Background: an optimization exercise with open tools, aiming at small area, a short achievable clock period and few clock cycles per item. Do not read the settings as production practice.
At most, simulation tests tie the RTL to the original design; equivalence was not proved.
Power figures rest on the tool's default switching activity, not on a simulated workload.

Design axi4l_slv_top, start of the top module:
module axi4l_slv_top #(
    parameter int ADDR_WIDTH = 12,
    parameter int DATA_WIDTH = 32
) (
    input var                     aclk,
    input var                     aresetn,
    input var  [  ADDR_WIDTH-1:0] s_axi_awaddr,
    input var  [             2:0] s_axi_awprot,
    input var                     s_axi_awvalid,
    output var                    s_axi_awready,
    input var  [  DATA_WIDTH-1:0] s_axi_wdata,
    input var  [DATA_WIDTH/8-1:0] s_axi_wstrb,
    input var                     s_axi_wvalid,
    output var                    s_axi_wready,
    output var [             1:0] s_axi_bresp,
    output var                    s_axi_bvalid,
    input var                     s_axi_bready,
    input var  [  ADDR_WIDTH-1:0] s_axi_araddr,
    input var  [             2:0] s_axi_arprot,
    input var                     s_axi_arvalid,
    output var                    s_axi_arready,
    output var [  DATA_WIDTH-1:0] s_axi_rdata,
    output var [             1:0] s_axi_rresp,
    output var                    s_axi_rvalid,
    input var                     s_axi_rready,
    output var                    irq_reg_irq,
    input var                     reg_irq_bit0,
    output var [            31:0] reg_a_b,
    input var  [            31:0] reg_c_d
);
For scale: ~75 flip-flops, ~180 I/O pins, about 0.0027 sq mm of cells after synthesis.
clock: 3.0 ns
lec_check: 0
abc_area: 1
cap_margin: 20
core_margin: 2
core_utilization: 40
setup_slack_margin: 1.3
slew_margin: 20
standard.sh (not shown) runs the stock make flow with config.mk's settings and CLKGATE_MAP_FILE= SYNTH_SCRIPT=/design/flow/synth_recipe.tcl, a recipe that flattens the netlist after the stock synthesis.
==> flow/flow/run.sh <==
#!/bin/bash
# Standard ORFS layout with these changes:
#  - synthesis maps logic with the ABC script flow/abc_area.script (when present);
#    everything before ABC, so every register and its name, is the standard synthesis;
#  - the cells listed in flow/dont_use.txt (when present) are added to the platform's
#    don't-use list, for synthesis and the resizer (slow many-input OR/NOR gates);
#  - the port buffers are sky130 buf_1 cells instead of buffer_ports' default.
set -euo pipefail
here=$PWD
rm -rf "$here/scripts_abc"
cp -r "$FLOW_HOME/scripts" "$here/scripts_abc"
if [[ -f "$here/flow/abc_area.script" ]]; then
  cp "$here/flow/abc_area.script" "$here/scripts_abc/abc_area.script"
fi
args=()
if [[ -f "$here/flow/dont_use.txt" ]]; then
  base=$(make -s -C "$FLOW_HOME" DESIGN_CONFIG="$here/config.mk" WORK_HOME="$here/orfs" print-DONT_USE_CELLS | sed -n 's/^DONT_USE_CELLS: //p')
  args+=("DONT_USE_CELLS=$base $(tr '\n' ' ' < "$here/flow/dont_use.txt")")
fi
export BUFFER_PORTS_ARGS="-buffer_cell sky130_fd_sc_hd__buf_1"
bash standard.sh SCRIPTS_DIR="$here/scripts_abc" "${args[@]}" synth > synth.log 2>&1
bash standard.sh "${args[@]}" > standard.log 2>&1
==> flow/flow/abc_area.script <==
strash
&get -n
&dch
&nf
&put
topo
stime -c
==> flow/flow/dont_use.txt <==
sky130_fd_sc_hd__nor3_1
sky130_fd_sc_hd__nor3_2
sky130_fd_sc_hd__nor3_4
sky130_fd_sc_hd__nor3b_1
sky130_fd_sc_hd__nor3b_2
sky130_fd_sc_hd__nor3b_4
sky130_fd_sc_hd__nor4_1
sky130_fd_sc_hd__nor4_2
sky130_fd_sc_hd__nor4_4
sky130_fd_sc_hd__nor4b_1
sky130_fd_sc_hd__nor4b_2
sky130_fd_sc_hd__nor4b_4
sky130_fd_sc_hd__nor4bb_1
sky130_fd_sc_hd__nor4bb_2
sky130_fd_sc_hd__nor4bb_4
sky130_fd_sc_hd__or3_1
sky130_fd_sc_hd__or3_2
sky130_fd_sc_hd__or3_4
sky130_fd_sc_hd__or3b_1
sky130_fd_sc_hd__or3b_2
sky130_fd_sc_hd__or3b_4
sky130_fd_sc_hd__or4_1
sky130_fd_sc_hd__or4_2
sky130_fd_sc_hd__or4_4
sky130_fd_sc_hd__or4b_1
sky130_fd_sc_hd__or4b_2
sky130_fd_sc_hd__or4b_4
sky130_fd_sc_hd__or4bb_1
sky130_fd_sc_hd__or4bb_2
sky130_fd_sc_hd__or4bb_4
sky130_fd_sc_hd__or2_0
sky130_fd_sc_hd__or2_1
sky130_fd_sc_hd__or2_2
sky130_fd_sc_hd__or2_4
sky130_fd_sc_hd__and2_0
Testbench counts at the start, summed over its fixed seeds: cycles 1,608, items 3,200.
==> next run, changes <==
==> flow/flow/abc_area.script (replaced) <==
strash
&get -n
&dch
&nf
&put
mfs2
topo
stime -c
SETUP_SLACK_MARGIN = 1.4   (was 1.3)
=> With this change the flow ended with an error in synthesis (1_2_yosys).
==> next run, changes <==
==> flow/flow/abc_area.script (replaced) <==
strash
&get -n
&dch
&nf
&put
topo
stime -c
--- a/flow/flow/dont_use.txt
+++ b/flow/flow/dont_use.txt
@@ -30,6 +30 @@
 sky130_fd_sc_hd__or4bb_4
-sky130_fd_sc_hd__or2_0
-sky130_fd_sc_hd__or2_1
-sky130_fd_sc_hd__or2_2
-sky130_fd_sc_hd__or2_4
-sky130_fd_sc_hd__and2_0
SETUP_SLACK_MARGIN = 1.5   (was 1.4)
TNS_END_PERCENT = 10   (was not set)
- The changed run passed the timing, design-rule and antenna checks
==> next run, changes <==
--- a/flow/flow/dont_use.txt
+++ b/flow/flow/dont_use.txt
@@ -30 +30,6 @@
 sky130_fd_sc_hd__or4bb_4
+sky130_fd_sc_hd__or2_0
+sky130_fd_sc_hd__or2_1
+sky130_fd_sc_hd__or2_2
+sky130_fd_sc_hd__or2_4
+sky130_fd_sc_hd__and2_0
CORE_UTILIZATION = 55   (was 40)
SETUP_SLACK_MARGIN = 1.4   (was 1.5)
TNS_END_PERCENT = not set   (was 10)
The new run completed without violations.
Area after synthesis does not change.
First-iteration DRC count went up by 52%.
Via count came out higher by 8.0%.
Setup slack is worse by 0.011 ns.
Clock skew barely changes.
Core utilization came out higher by 26 points.

Setup of run 1:
The RTL this note starts from:
==> flow/design.v <==
`timescale 1 ns / 1 ps
`default_nettype none
module axi4l_slv_top #(
    parameter int ADDR_WIDTH = 12,
    parameter int DATA_WIDTH = 32
) (
    input var                     aclk,
    input var                     aresetn,
    input var  [  ADDR_WIDTH-1:0] s_axi_awaddr,
    input var  [             2:0] s_axi_awprot,
    input var                     s_axi_awvalid,
    output var                    s_axi_awready,
    input var  [  DATA_WIDTH-1:0] s_axi_wdata,
    input var  [DATA_WIDTH/8-1:0] s_axi_wstrb,
    input var                     s_axi_wvalid,
    output var                    s_axi_wready,
    output var [             1:0] s_axi_bresp,
    output var                    s_axi_bvalid,
    input var                     s_axi_bready,
    input var  [  ADDR_WIDTH-1:0] s_axi_araddr,
    input var  [             2:0] s_axi_arprot,
    input var                     s_axi_arvalid,
    output var                    s_axi_arready,
    output var [  DATA_WIDTH-1:0] s_axi_rdata,
    output var [             1:0] s_axi_rresp,
    output var                    s_axi_rvalid,
    input var                     s_axi_rready,
    output var                    irq_reg_irq,
    input var                     reg_irq_bit0,
    output var [            31:0] reg_a_b,
    input var  [            31:0] reg_c_d
);
  logic b_free, wr_hs;
  logic bvalid_q, berr_q;
  assign b_free = !bvalid_q || s_axi_bready;
  assign s_axi_awready = s_axi_wvalid && b_free;
  assign s_axi_wready = s_axi_awvalid && b_free;
  assign wr_hs = s_axi_awvalid && s_axi_wvalid && b_free;
  logic [9:0] wa;
  logic wa_lo;   
  assign wa = s_axi_awaddr[11:2];
  assign wa_lo = (wa[9:4] == 6'd0);
  logic wr_trap, wr_mask, wr_force, wr_trig, wr_a, wr_ok;
  assign wr_trap = wr_hs && wa_lo && (wa[3:0] == 4'd1);
  assign wr_mask = wr_hs && wa_lo && (wa[3:0] == 4'd2);
  assign wr_force = wr_hs && wa_lo && (wa[3:0] == 4'd3);
  assign wr_trig = wr_hs && wa_lo && (wa[3:0] == 4'd5);
  assign wr_a = wr_hs && wa_lo && (wa[3:0] == 4'd8);
  assign wr_ok = wa_lo && (wa[3:0] <= 4'd5 || wa[3:0] == 4'd8);
  always_ff @(posedge aclk) begin
    if (!aresetn) bvalid_q <= 1'b0;
    else if (wr_hs) bvalid_q <= 1'b1;
    else if (s_axi_bready) bvalid_q <= 1'b0;
  end
  always_ff @(posedge aclk) begin
    if (b_free) berr_q <= !wr_ok;
  end
  assign s_axi_bvalid = bvalid_q;
  assign s_axi_bresp = {berr_q, berr_q};
  logic trap_q, mask_q, trig_q, irq_in_q;
  logic [31:0] a_q;
  logic irq_event;
  always_ff @(posedge aclk) irq_in_q <= reg_irq_bit0;
  assign irq_event = reg_irq_bit0 && (!trig_q || !irq_in_q);
  always_ff @(posedge aclk) begin
    if (!aresetn) trap_q <= 1'b0;
    else
      trap_q <= (trap_q && !(wr_trap && !s_axi_wdata[0])) || (wr_force && s_axi_wdata[0]) ||
          irq_event;
  end
  always_ff @(posedge aclk) begin
    if (!aresetn) mask_q <= 1'b0;
    else if (wr_mask) mask_q <= s_axi_wdata[0];
  end
  always_ff @(posedge aclk) begin
    if (!aresetn) trig_q <= 1'b0;
    else if (wr_trig) trig_q <= s_axi_wdata[0];
  end
  logic a_ld, a_keep;
  assign a_ld = wr_a && aresetn;
  assign a_keep = !wr_a && aresetn;
  always_ff @(posedge aclk) a_q <= ({32{a_ld}} & s_axi_wdata) | ({32{a_keep}} & a_q);
  assign reg_a_b = a_q;
  assign irq_reg_irq = trap_q && mask_q;
  logic rvalid_q, rerr_q, r_free;
  logic [31:0] rdata_q;
  assign r_free = !rvalid_q || s_axi_rready;
  assign s_axi_arready = r_free;
  logic [9:0] ra;
  logic ra_lo;
  assign ra = s_axi_araddr[11:2];
  assign ra_lo = (ra[9:4] == 6'd0);
  logic ra_ok, rd_a, rd_c;
  assign ra_ok = ra_lo && (ra[3:0] <= 4'd5 || ra[3:0] == 4'd8 || ra[3:0] == 4'd9);
  assign rd_a = ra_lo && (ra[3:0] == 4'd8);
  assign rd_c = ra_lo && (ra[3:0] == 4'd9);
  logic rd_bit0;
  always_comb begin
    case (ra[3:0])
      4'd0: rd_bit0 = trap_q && mask_q;
      4'd1: rd_bit0 = trap_q;
      4'd2: rd_bit0 = mask_q;
      4'd4: rd_bit0 = irq_in_q;
      4'd5: rd_bit0 = trig_q;
      4'd8: rd_bit0 = a_q[0];
      4'd9: rd_bit0 = reg_c_d[0];
      default: rd_bit0 = 1'b0;
    endcase
  end
  always_ff @(posedge aclk) begin
    if (!aresetn) rvalid_q <= 1'b0;
    else if (r_free) rvalid_q <= s_axi_arvalid;
  end
  logic ld_a, ld_c, r_keep;
  assign ld_a = r_free && rd_a;
  assign ld_c = r_free && rd_c;
  assign r_keep = !r_free;
  always_ff @(posedge aclk) begin
    rdata_q[31:1] <= ({31{ld_a}} & a_q[31:1]) | ({31{ld_c}} & reg_c_d[31:1]) |
        ({31{r_keep}} & rdata_q[31:1]);
    rdata_q[0] <= (r_free && ra_lo && rd_bit0) || (r_keep && rdata_q[0]);
    rerr_q <= (r_free && !ra_ok) || (r_keep && rerr_q);
  end
  assign s_axi_rvalid = rvalid_q;
  assign s_axi_rdata = rdata_q;
  assign s_axi_rresp = {rerr_q, rerr_q};
endmodule
`default_nettype wire
export LEC_CHECK = 0
export ABC_AREA = 1
export CAP_MARGIN = 20
export CORE_MARGIN = 2
export CORE_UTILIZATION = 40
export SETUP_SLACK_MARGIN = 1.6
export SLEW_MARGIN = 20
create_clock -name core_clock -period 3.0 [get_ports {aclk}]
==> flow/flow/run.sh <==
#!/bin/bash
# Standard ORFS layout, but the port buffers are small sky130 buf_1 cells
# instead of the delay buffers buffer_ports picks by default.
set -euo pipefail
export BUFFER_PORTS_ARGS="-buffer_cell sky130_fd_sc_hd__buf_1"
bash standard.sh > standard.log 2>&1
Run 1 completed end to end with timing, DRC and antenna clean.
Setup changes, run 1 to run 2
Settings: changing SETUP_SLACK_MARGIN from 1.6 to 1.3; setting ABC_CLOCK_PERIOD_IN_PS to 1000 for the first time.
Notes after the runs:
| combinational power | higher: run 1 |
In the reports for run 1 and run 2, the smaller worst hold margin belongs to run 1.
On fraction of area in registers: run 2 sits above run 1.
For routed via count, dividing the value from run 2 by the value from run 1 gives 0.915.
Summary: with run 1 as the reference, placed cell area in run 2 moved down slightly.
Against run 1, run 2 comes in 1.8 mm lower on first-pass GRT wire length.
Looking at library cell contributing the largest single delay on the critical path, the buf_1 result is from run 2; the a21boi_2 one comes from run 1.
Summary — fraction of the core area covered by cells at the end of the flow, run 2 relative to run 1: lower, by 16 points.
Run 2 vs. run 1: iteration-0 DRC count of the detailed router went up by 27.
Run 2 against run 1; design area is down by more than 10%.
--- input diff run 2..run 3 ---
Settings: swapping 40 for 60 in CORE_UTILIZATION; swapping 1.3 for 1.4 in SETUP_SLACK_MARGIN; clearing ABC_CLOCK_PERIOD_IN_PS, which used to be 1000.
## What came out
First element of the critical path = rvalid_q$_SDFFE_PN0N_: run 3; first element of the critical path = s_axi_bready: run 2
Delta (run 3 minus run 2): die area now smaller; fraction of layout cells with a size suffix above 1 now larger.
Re count of buffers from port buffering: no difference whatsoever between run 2 and run 3.
As far as flip-flop and latch area is concerned, run 3 and run 2 perform about the same.
The worst setup path category comes out reg -> reg in one run and in -> out in the other, namely in run 3 and run 2 respectively.
The layout overhead on the synthesized area reported for run 3 is greater than that of run 2 by 2.8 points.
Input-level comparison between run 4 and run 3:
Settings: setting ABC_CLOCK_PERIOD_IN_PS to 1000 for the first time; changing CORE_UTILIZATION from 60 to 40.
[summary]
Worst setup skew after layout: run 4 > run 3
Setup WNS run 3 -> run 4: better
The lower fraction of final layout cells sized beyond drive strength 1 came out of run 4.
In run 4 the worst-case setup slack after placement turned out 0.043 ns lower than in run 3.
No run of this note included a check of the RTL's function; only the layout flow was run.

== build 66 ==
Starts from the design.v that is shown in full above.
==> flow/config.mk <==
export PLATFORM = sky130hd
export DESIGN_NAME = axi4l_slv_top
export DESIGN_NICKNAME = axi4l_slv_top
export VERILOG_FILES = /design/flow/design.v
export SDC_FILE = /design/flow/constraint.sdc
export NUM_CORES = 4
export LEC_CHECK = 0
export ABC_CLOCK_PERIOD_IN_PS = 1000
export CAP_MARGIN = 20
export CORE_MARGIN = 2
export CORE_UTILIZATION = 40
export SETUP_SLACK_MARGIN = 1.4
export SLEW_MARGIN = 20
==> flow/constraint.sdc <==
create_clock -name core_clock -period 3.0 [get_ports {aclk}]
set_input_delay 0.6000 -clock core_clock [delete_from_list [all_inputs] [get_ports {aclk}]]
set_output_delay 0.6000 -clock core_clock [all_outputs]
set_load 0.01 [all_outputs]
Scripts as last shown in full above: flow/flow/run.sh
--- input diff build 66..build 57 ---
Settings: a deleted ABC_CLOCK_PERIOD_IN_PS that had been 1000; an added CTS_CLUSTER_DIAMETER of 150; an added CTS_CLUSTER_SIZE of 40; an added ABC_AREA of 1.
==> summary.txt <==
Slowest cell on the critical path = sky130_fd_sc_hd__or4_4: build 66; slowest cell on the critical path = sky130_fd_sc_hd__dfxtp_2: build 57. On build 57: share of power burned in the clock network is 6.0 points higher than what build 66 gave. Across both runs, hold slack was lower for build 57 than for build 66. Relative to build 66, the worst relative slew slack of build 57 is higher by 7.1 points.
Setup changes, build 57 to build 51
Settings: removing CTS_CLUSTER_SIZE (formerly 40); changing SETUP_SLACK_MARGIN from 1.4 to 1.5; removing CTS_CLUSTER_DIAMETER (formerly 150).
==> comparison <==
Build 57 and build 51 ended up with nearly the same number of port buffers. Total routed wirelength, build 57 and build 51, higher one = build 51. met3 usage, build 57 and build 51, lower one = build 51. Build 51 leaves less setup margin than build 57. Build 51 was carried through to the last stage, and its layout satisfied the timing, design-rule and antenna checks. Changes observed in build 51 relative to build 57: sequential cell area in the final layout closely matched the old numbers; final area increased by 7.4% relative to the old numbers; synthesis-to-layout area growth increased by 10 points relative to the old numbers.
For build 39, these inputs were changed with respect to build 51:
Settings: putting ABC_CLOCK_PERIOD_IN_PS at 1500 where nothing was set; swapping 1.5 for 1.4 in SETUP_SLACK_MARGIN.
### Flow results
Delta (build 39 minus build 51): final-report max-slew violation count held steady; core utilization shrank by 4.2 points; non-clock buffer count shrank by 10; half-perimeter wire length of the detailed placement result held steady; worst hold margin held steady.
Looking at number of buffers inserted to repair setup after CTS, build 39 sits 11 lower than build 51 does.
Build 51 → build 39: area used by sequential logic in the layout closely matched the old numbers; final instance area went down; worst vdd rail ir drop rose about 9%; quantity of I/O buffers inserted on ports flat.
Input-level comparison between build 23 and build 39:
Settings: ABC_CLOCK_PERIOD_IN_PS removed (was 1500).
Notes after the runs:
- Comparing build 23 against build 39, there is no change at all in met2 track demand over resource in global routing.
- Comparing build 23 against build 39, there is no change at all in transition at the pin with the smallest max-transition slack.
- Summary of build 23 over build 39: simple logic cell fraction of the synthesized area now sits at about the same level; post-route worst setup slack now sits at about the same level.
- Diff build 39..build 23 | part of the power in the clock network | negligible
- Diff build 23..build 39 | total die area | unchanged
- Re overall die height: no difference whatsoever between build 39 and build 23.
- Going from build 39 to build 23, peak clock frequency supported by timing held, count of flip-flops with a built-in enable after synthesis held.
### build 23 -> build 45
Settings: removing ABC_AREA (formerly 1).
--- outcome ---
When build 45 is set beside build 23, its multi-input combinational cell count turns out to be 17% smaller.
Lower count of non-filler cells in the finished layout among build 45 and build 23: build 45
Largest net degree at the start of global routing: build 45 vs build 23 down 39%
Per the comparison of build 45 with build 23, power per cell area now sits lower, area enclosed by the die boundary grew by 0.59%, area overhead of the layout relative to synthesis up 14 points.
From build 23 to build 45 the numbers moved as follows: core utilization climbed 4.4 points; ratio of final minimum period to clock period climbed 12 points; final wirelength climbed 5.8%; routing usage on met2 climbed 2.7 points.
No functional check of the RTL was part of any run of this note.

[port drivers added, routing unchanged]
Ports are ideal in the flow. The routed layouts listed here were re-timed in OpenROAD.
Step 1: set_driving_cell puts a clkbuf_16 on aclk and a buf_2 on each other input, an assumption about the parent block.
Step 2 also shifts input and output timing later by t, the mid clock arrival at the registers, as if the neighbouring blocks saw the same clock.
a / b / c = ideal / step 1 / step 2; a / b = the first two.
run	t, ns	setup WS [ns]	slew at the worst register clock pin (ns)
the first run of note 1	0.362	1.350 / 1.317 / 1.039	0.08 / 0.08
the third run of note 1	0.368	1.371 / 1.332 / 1.109	0.09 / 0.09
the fourth run of note 1	0.371	1.360 / 1.340 / 1.082	0.08 / 0.08
run 1	0.368	1.410 / 1.380 / 1.092	0.09 / 0.09
run 2	0.365	1.364 / 1.338 / 1.059	0.08 / 0.08
run 3	0.377	1.372 / 1.361 / 1.009	0.08 / 0.08
run 4	0.370	1.420 / 1.386 / 1.137	0.08 / 0.08
build 66	0.367	1.062 / 1.075 / 0.707	0.08 / 0.08
build 57	0.370	1.420 / 1.386 / 1.137	0.08 / 0.08
build 51	0.363	1.315 / 1.281 / 1.129	0.08 / 0.08
build 39	0.370	1.420 / 1.386 / 1.137	0.08 / 0.08
build 23	0.370	1.420 / 1.386 / 1.137	0.08 / 0.08
build 45	0.367	1.062 / 1.075 / 0.707	0.08 / 0.08
After both steps setup and hold are still met in every run listed. The setup slack of run 3, which loses most, moves by -0.011 ns with the drivers and by -0.363 ns with both steps.
